Context: an optimization exercise on an open-source flow, tuned for small area and a short achievable clock period. The choices shown serve that exercise and are no tape-out recipe.
Where RTL was checked, it was by simulation tests only, not by an equivalence proof against the original.
Power and IR drop assume default switching activity.

==> job 6045 <==
## pipelined_RISC
module pipelined_RISC(clk, rst, start, imem_addr, imem_rdata, dmem_addr, dmem_wdata, dmem_we, dmem_re, dmem_rdata);
  input clk, rst, start;
  output [31:0] imem_addr;
  input  [31:0] imem_rdata;
  output [31:0] dmem_addr, dmem_wdata;
  output dmem_we, dmem_re;
  input  [31:0] dmem_rdata;
  reg  [31:2] pc;
  wire [31:2] pc_inc = pc + 30'd1;
  reg  [31:2] m_target;
  reg         m_take;
  always @(posedge clk or negedge rst)
    if (!rst)          pc <= 30'd0;
    else if (start)    pc <= 30'd0;
    else if (m_take)   pc <= m_target;
    else               pc <= pc_inc;
  assign imem_addr = {pc, 2'b00};
  wire [5:0] f_op  = imem_rdata[31:26];
  wire       f_isR = (f_op == 6'b000000);
  reg [31:0] d_ohs, d_oht;
  reg [15:0] d_imm;
  reg [31:2] d_pc;
  reg [4:0]  d_dest;
  reg        d_isR, d_isLW, d_isSW, d_isBEQ;
  reg [3:0]  d_fn;
  integer k;
  always @(posedge clk) begin
    for (k = 0; k < 32; k = k + 1) begin
      d_ohs[k] <= (imem_rdata[25:21] == k);
      d_oht[k] <= (imem_rdata[20:16] == k);
    end
    d_imm <= imem_rdata[15:0];
    d_pc  <= pc_inc;
  end
  always @(posedge clk or negedge rst)
  ...
==> module pipelined_RISC, before the edit <==
module pipelined_RISC(clk, rst, start, imem_addr, imem_rdata, dmem_addr, dmem_wdata, dmem_we, dmem_re, dmem_rdata);
  input clk, rst, start;
  output [31:0] imem_addr;
  input  [31:0] imem_rdata;
  output [31:0] dmem_addr, dmem_wdata;
  output dmem_we, dmem_re;
  input  [31:0] dmem_rdata;
  reg  [31:2] pc;
  wire [31:2] pc_inc = pc + 30'd1;
  reg  [31:2] m_target;
  reg         m_take;
  always @(posedge clk or negedge rst)
    if (!rst)          pc <= 30'd0;
    else if (start)    pc <= 30'd0;
    else if (m_take)   pc <= m_target;
    else               pc <= pc_inc;
  assign imem_addr = {pc, 2'b00};
  wire [5:0] f_op  = imem_rdata[31:26];
  wire       f_isR = (f_op == 6'b000000);
  reg [31:0] d_ohs, d_oht;
  reg [15:0] d_imm;
  reg [31:2] d_pc;
  reg [4:0]  d_dest;
  reg        d_isR, d_isLW, d_isSW, d_isBEQ;
  reg [3:0]  d_fn;
  integer k;
  always @(posedge clk) begin
    for (k = 0; k < 32; k = k + 1) begin
      d_ohs[k] <= (imem_rdata[25:21] == k);
      d_oht[k] <= (imem_rdata[20:16] == k);
    end
    d_imm <= imem_rdata[15:0];
    d_pc  <= pc_inc;
  end
  always @(posedge clk or negedge rst)
    if (!rst) begin
      d_dest <= 5'd0; d_isR <= 1'b1; d_isLW <= 1'b0; d_isSW <= 1'b0;
      d_isBEQ <= 1'b0; d_fn <= 4'd0;
    end else begin
      d_dest  <= f_isR ? imem_rdata[15:11] : imem_rdata[20:16];
      d_isR   <= f_isR;
      d_isLW  <= (f_op == 6'b100011);
      d_isSW  <= (f_op == 6'b101011);
      d_isBEQ <= (f_op == 6'b000100);
      d_fn    <= imem_rdata[3:0];
    end
  wire f2  = d_fn[2];
  wire f1  = d_fn[1];
  wire f03 = d_fn[0] | d_fn[3];
  wire sub = d_isR & ~f2 & f1;            
  wire [31:0] se_imm = {{16{d_imm[15]}}, d_imm};
  reg [31:0] R [0:31];
  reg [31:0] valid;
  reg [31:0] w_data;
  reg [4:0]  w_dest;
  reg        w_regw;
  wire [31:0] sel1 = d_ohs & valid;
  wire [31:0] sel2 = d_oht & valid;
  reg  [31:0] rd1, rd2;
  integer j;
  always @(*) begin
    rd1 = 32'd0;
    rd2 = 32'd0;
    for (j = 0; j < 32; j = j + 1) begin
      rd1 = rd1 | ({32{sel1[j]}} & R[j]);
      rd2 = rd2 | ({32{sel2[j]}} & R[j]);
    end
  end
  reg [31:0] e_a, e_b, e_bx;
  reg [31:2] e_target;
  reg [4:0]  e_dest;
  reg        e_regw, e_lw, e_sw, e_beq;
  reg        e_sub, e_arith, e_and, e_or, e_slt;
  always @(posedge clk) begin
    e_a      <= rd1;
    e_b      <= rd2;
    e_bx     <= d_isR ? (rd2 ^ {32{sub}}) : se_imm;
    e_target <= d_pc + se_imm[29:0];
    e_dest   <= d_dest;
    e_sub    <= sub;
    e_arith  <= ~d_isR | (~f2 & ~f03);
    e_and    <= d_isR & f2 & ~f1 & ~f03;
    e_or     <= d_isR & f2 & ~f1 & f03;
    e_slt    <= d_isR & ~f2 & f1 & f03;
  end
  always @(posedge clk or negedge rst)
    if (!rst) begin
      e_regw <= 1'b0; e_lw <= 1'b0; e_sw <= 1'b0; e_beq <= 1'b0;
    end else begin
      e_regw <= d_isR | d_isLW;
      e_lw   <= d_isLW;
      e_sw   <= d_isSW;
      e_beq  <= d_isBEQ;
    end
  wire [33:0] sumx = {1'b0, e_a, 1'b1} + {1'b0, e_bx, e_sub};
  wire [32:0] sum  = sumx[33:1];
  wire [31:0] res  = ({32{e_arith}} & sum[31:0])
                   | ({32{e_and}} & (e_a & e_b))
                   | ({32{e_or}}  & (e_a | e_b))
                   | {31'd0, e_slt & ~sum[32]};
  wire eq = (e_a == e_b);
  reg [31:0] m_addr, m_wdata;
  reg [4:0]  m_dest;
  reg        m_we, m_re, m_regw;
  always @(posedge clk) begin
    m_addr   <= res;
    m_wdata  <= e_b;
    m_target <= e_target;
    m_dest   <= e_dest;
  end
  always @(posedge clk or negedge rst)
    if (!rst) begin
      m_take <= 1'b0; m_we <= 1'b0; m_re <= 1'b0; m_regw <= 1'b0;
    end else begin
      m_take <= e_beq & eq;
      m_we   <= e_sw;
      m_re   <= e_lw;
      m_regw <= e_regw;
    end
  assign dmem_addr  = m_addr;
  assign dmem_wdata = m_wdata;
  assign dmem_we    = m_we;
  assign dmem_re    = m_re;
  always @(posedge clk) begin
    w_data <= m_re ? dmem_rdata : m_addr;
    w_dest <= m_dest;
  end
  always @(posedge clk or negedge rst)
    if (!rst) w_regw <= 1'b0;
    else      w_regw <= m_regw;
  integer i;
  always @(posedge clk)
    for (i = 0; i < 32; i = i + 1)
      if (w_regw && w_dest == i) R[i] <= w_data;
  always @(posedge clk or negedge rst)
    if (!rst) valid <= 32'd0;
    else if (w_regw) valid[w_dest] <= 1'b1;
endmodule
==> flow/config.mk <==
export PLATFORM = sky130hd
export DESIGN_NAME = pipelined_RISC
export DESIGN_NICKNAME = pipelined_RISC
export VERILOG_FILES = /design/flow/design.v
export SDC_FILE = /design/flow/constraint.sdc
export NUM_CORES = 4
export LEC_CHECK = 0
export ABC_CLOCK_PERIOD_IN_PS = 3000
export CAP_MARGIN = 20
export CORE_MARGIN = 2
export CORE_UTILIZATION = 55
export SETUP_SLACK_MARGIN = 5
export SLEW_MARGIN = 20
==> flow/constraint.sdc <==
create_clock -name core_clock -period 8.0 [get_ports {clk}]
set_input_delay 1.6000 -clock core_clock [delete_from_list [all_inputs] [get_ports {clk}]]
set_output_delay 1.6000 -clock core_clock [all_outputs]
set_load 0.01 [all_outputs]
run.sh (not shown) runs the stock make flow with config.mk's settings and CLKGATE_MAP_FILE= SYNTH_SCRIPT=/design/flow/synth_recipe.tcl, a recipe that flattens the netlist after the stock synthesis.
==> job 1424 (differences from job 6045) <==
==> flow/design.v (replaced) <==
module pipelined_RISC(clk, rst, start, imem_addr, imem_rdata, dmem_addr, dmem_wdata, dmem_we, dmem_re, dmem_rdata);
  input clk, rst, start;
  output [31:0] imem_addr;
  input  [31:0] imem_rdata;
  output [31:0] dmem_addr, dmem_wdata;
  output dmem_we, dmem_re;
  input  [31:0] dmem_rdata;
  reg  [31:2] pc;
  wire [31:2] pc_inc = pc + 30'd1;
  reg  [31:0] m_wdata;
  reg         m_take;
  always @(posedge clk or negedge rst)
    if (!rst)          pc <= 30'd0;
    else if (start)    pc <= 30'd0;
    else if (m_take)   pc <= m_wdata[31:2];
    else               pc <= pc_inc;
  assign imem_addr = {pc, 2'b00};
  wire [5:0] f_op  = imem_rdata[31:26];
  wire       f_isR = (f_op == 6'b000000);
  reg [31:0] d_sel1, d_sel2;    
  reg [15:0] d_imm;
  reg [31:2] d_pc;
  reg [4:0]  d_dest;
  reg        d_isR, d_isLW, d_isSW, d_isBEQ;
  reg [3:0]  d_fn;
  reg [31:0] R [0:31];
  reg [31:0] valid;
  reg [31:0] w_data;
  reg [31:0] w_en;              
  wire [31:0] valid_next = valid | w_en;
  integer k;
  always @(posedge clk)
      for (k = 0; k < 32; k = k + 1) begin
        d_sel1[k] <= (imem_rdata[25:21] == k) & valid_next[k];
        d_sel2[k] <= (imem_rdata[20:16] == k) & valid_next[k];
      end
  always @(posedge clk) begin
    d_imm <= imem_rdata[15:0];
    d_pc  <= pc_inc;
  end
  always @(posedge clk or negedge rst)
    if (!rst) begin
      d_dest <= 5'd0; d_isR <= 1'b1; d_isLW <= 1'b0; d_isSW <= 1'b0;
      d_isBEQ <= 1'b0; d_fn <= 4'b0110;
    end else begin
      d_dest  <= f_isR ? imem_rdata[15:11] : imem_rdata[20:16];
      d_isR   <= f_isR;
      d_isLW  <= (f_op == 6'b100011);
      d_isSW  <= (f_op == 6'b101011);
      d_isBEQ <= (f_op == 6'b000100);
      d_fn    <= imem_rdata[3:0];
    end
  wire f2  = d_fn[2];
  wire f1  = d_fn[1];
  wire f03 = d_fn[0] | d_fn[3];
  wire sub = (d_isR & ~f2 & f1) | d_isBEQ;    
  wire [31:0] se_imm = {{16{d_imm[15]}}, d_imm};
  wire use_rt = d_isR | d_isBEQ;
  wire [31:0] sel1 = d_sel1;
  wire [31:0] sel2 = d_sel2;
  reg  [31:0] rd1, rd2;
  integer j;
  always @(*) begin
    rd1 = 32'd0;
    rd2 = 32'd0;
    for (j = 0; j < 32; j = j + 1) begin
      rd1 = rd1 | ({32{sel1[j]}} & R[j]);
      rd2 = rd2 | ({32{sel2[j]}} & R[j]);
    end
  end
  reg [31:0] e_a, e_b, e_bx;
  reg [4:0]  e_dest;
  reg        e_regw, e_lw, e_sw, e_beq;
  reg        e_sub, e_arith, e_and, e_or, e_slt;
  always @(posedge clk) begin
    e_a      <= rd1;
    e_b      <= d_isBEQ ? {d_pc + se_imm[29:0], 2'b00} : rd2;
    e_bx     <= ({32{use_rt & ~sub}} & rd2) | ({32{use_rt & sub}} & ~rd2)
              | ({32{~use_rt}} & se_imm);
    e_dest   <= d_dest;
    e_sub    <= sub;
    e_arith  <= ~d_isR | (~f2 & ~f03);
    e_and    <= d_isR & f2 & ~f1 & ~f03;
    e_or     <= d_isR & f2 & ~f1 & f03;
    e_slt    <= d_isR & ~f2 & f1 & f03;
  end
  always @(posedge clk or negedge rst)
    if (!rst) begin
      e_regw <= 1'b0; e_lw <= 1'b0; e_sw <= 1'b0; e_beq <= 1'b0;
    end else begin
      e_regw <= d_isR | d_isLW;
      e_lw   <= d_isLW;
      e_sw   <= d_isSW;
      e_beq  <= d_isBEQ;
    end
  wire [33:0] sumx = {1'b0, e_a, 1'b1} + {1'b0, e_bx, e_sub};
  wire [32:0] sum  = sumx[33:1];
  wire [31:0] res  = ({32{e_arith}} & sum[31:0])
                   | ({32{e_and}} & (e_a & e_bx))
                   | ({32{e_or}}  & (e_a | e_bx))
                   | {31'd0, e_slt & ~sum[32]};
  wire eq = &(e_a ^ e_bx);
  reg [31:0] m_addr;
  reg [4:0]  m_dest;
  reg        m_we, m_re, m_regw;
  always @(posedge clk) begin
    m_addr   <= res;
    m_wdata  <= e_b;
    m_dest   <= e_dest;
  end
  always @(posedge clk or negedge rst)
    if (!rst) begin
      m_take <= 1'b0; m_we <= 1'b0; m_re <= 1'b0; m_regw <= 1'b0;
    end else begin
      m_take <= e_beq & eq;
      m_we   <= e_sw;
      m_re   <= e_lw;
      m_regw <= e_regw;
    end
  assign dmem_addr  = m_addr;
  assign dmem_wdata = m_wdata;
  assign dmem_we    = m_we;
  assign dmem_re    = m_re;
  always @(posedge clk)
    w_data <= m_re ? dmem_rdata : m_addr;
  integer i;
  always @(posedge clk or negedge rst)
    if (!rst) w_en <= 32'd0;
    else
      for (i = 0; i < 32; i = i + 1)
        w_en[i] <= m_regw & (m_dest == i);
  always @(posedge clk)
    for (i = 0; i < 32; i = i + 1)
      if (w_en[i]) R[i] <= w_data;
  always @(posedge clk or negedge rst)
    if (!rst) valid <= 32'd0;
    else      valid <= valid_next;
endmodule
==> flow/flow/run.sh (new file) <==
#!/bin/bash
set -euo pipefail
bash standard.sh SETUP_SLACK_MARGIN=5.35 \
  "BUFFER_PORTS_ARGS=-buffer_cell sky130_fd_sc_hd__buf_2" \
  finish > flow_make.log 2>&1
==> flow/standard.sh (new file) <==
#!/bin/bash
# synth_recipe.tcl (not shown) runs the flow's synth.tcl, then flattens the netlist and writes it again
# the make line also repeats each setting of config.mk as NAME=value (left out here)
make -C /OpenROAD-flow-scripts/flow DESIGN_CONFIG=/design/flow/config.mk WORK_HOME=/design/flow/orfs CLKGATE_MAP_FILE= SYNTH_SCRIPT=/design/flow/synth_recipe.tcl "${@:-finish}"
Settings changed: ABC_CLOCK_PERIOD_IN_PS 3000 to not set, CORE_UTILIZATION 55 to 50, CTS_CLUSTER_DIAMETER set to 100, CTS_CLUSTER_SIZE set to 22, SETUP_SLACK_MARGIN 5 to not set, TNS_END_PERCENT set to 10.
removed: flow/run.sh
==> comparison table <==
| quantity | job 6045 | job 1424 |
|---|---|---|
| Multi-input logic portion of the cell area | 0.264 | 0.272 |
| Simple-gate area share of the yosys netlist | 0.0710 | 0.0759 |
| Total power | 16.8 mW | 13.3 mW |
| Combinational cell fraction of total power | 0.036 | 0.037 |
| Met3 Wirelength | 49.0 mm | 45.3 mm |
| Number of cells in the design after placement | 5,650 | 5,772 |
| Sequential cell area fraction in the yosys report | 0.679 | 0.684 |
| Total clock network power | 7.39 mW | 4.36 mW |
| Final instance area | 68,600 µm² | 64,300 µm² |
| Buffers, non-clock | 311 | 301 |
| M3 GR Usage | 0.237 | 0.193 |
| Clock share of power | 0.441 | 0.328 |
| Worst-case setup margin in the final layout | 4.86 ns | 4.98 ns |
| Starting DRT DRC Count | 10,400 | 9,046 |
| Status | no timing/DRC/antenna violations | no timing/DRC/antenna violations |
| Estimated wirelength of the detail-placed design | 141 mm | 130 mm |
| Post-route fraction of the period consumed by the critical path | 0.392 | 0.377 |
| Critical Path Slowest Stage Cell | or3_1 | or4_1 |
| Worst-margin pin slew | 1.22 ns | 1.22 ns |
| Compound-Gate Fraction of Synth Area | 0.168 | 0.170 |
| Area share of the leading cell type in the synthesized netlist | 0.515 | 0.526 |
| Setup skew after layout | 0.0354 ns | 0.0365 ns |
| Number of register bits inferred by synthesis | 1,490 | 1,456 |
Only the layout flow was run in job 6045; the RTL was not checked for function there.

afterwards: timing with drivers on the ports:
Ports are ideal in the flow. The routed layouts listed here were re-timed in OpenROAD. Step 1 sets driving cells, clkbuf_16 on the clock port and buf_2 on the other inputs (assumed; they add their load-dependent delay and slew). Step 2 moves the port delays by t, midway between the first and last clock arrival at a register: inputs arrive t later, outputs are due t later. That takes back most of the time a late clock gives input paths. Three values: no drivers, after step 1, after step 2; two values: the first two.
run | t, ns | setup slack, ns | worst data-port slew with drivers (ns)
job 6045 | 0.846 | 4.860 / 4.860 / 4.574 | 0.05
job 1424 | 0.768 | 4.984 / 4.984 / 4.855 | 0.07
After both steps every run listed still meets setup and hold. For job 6045, which loses most, drivers alone change the setup slack by 0.000 ns; drivers and shift together by -0.286 ns.
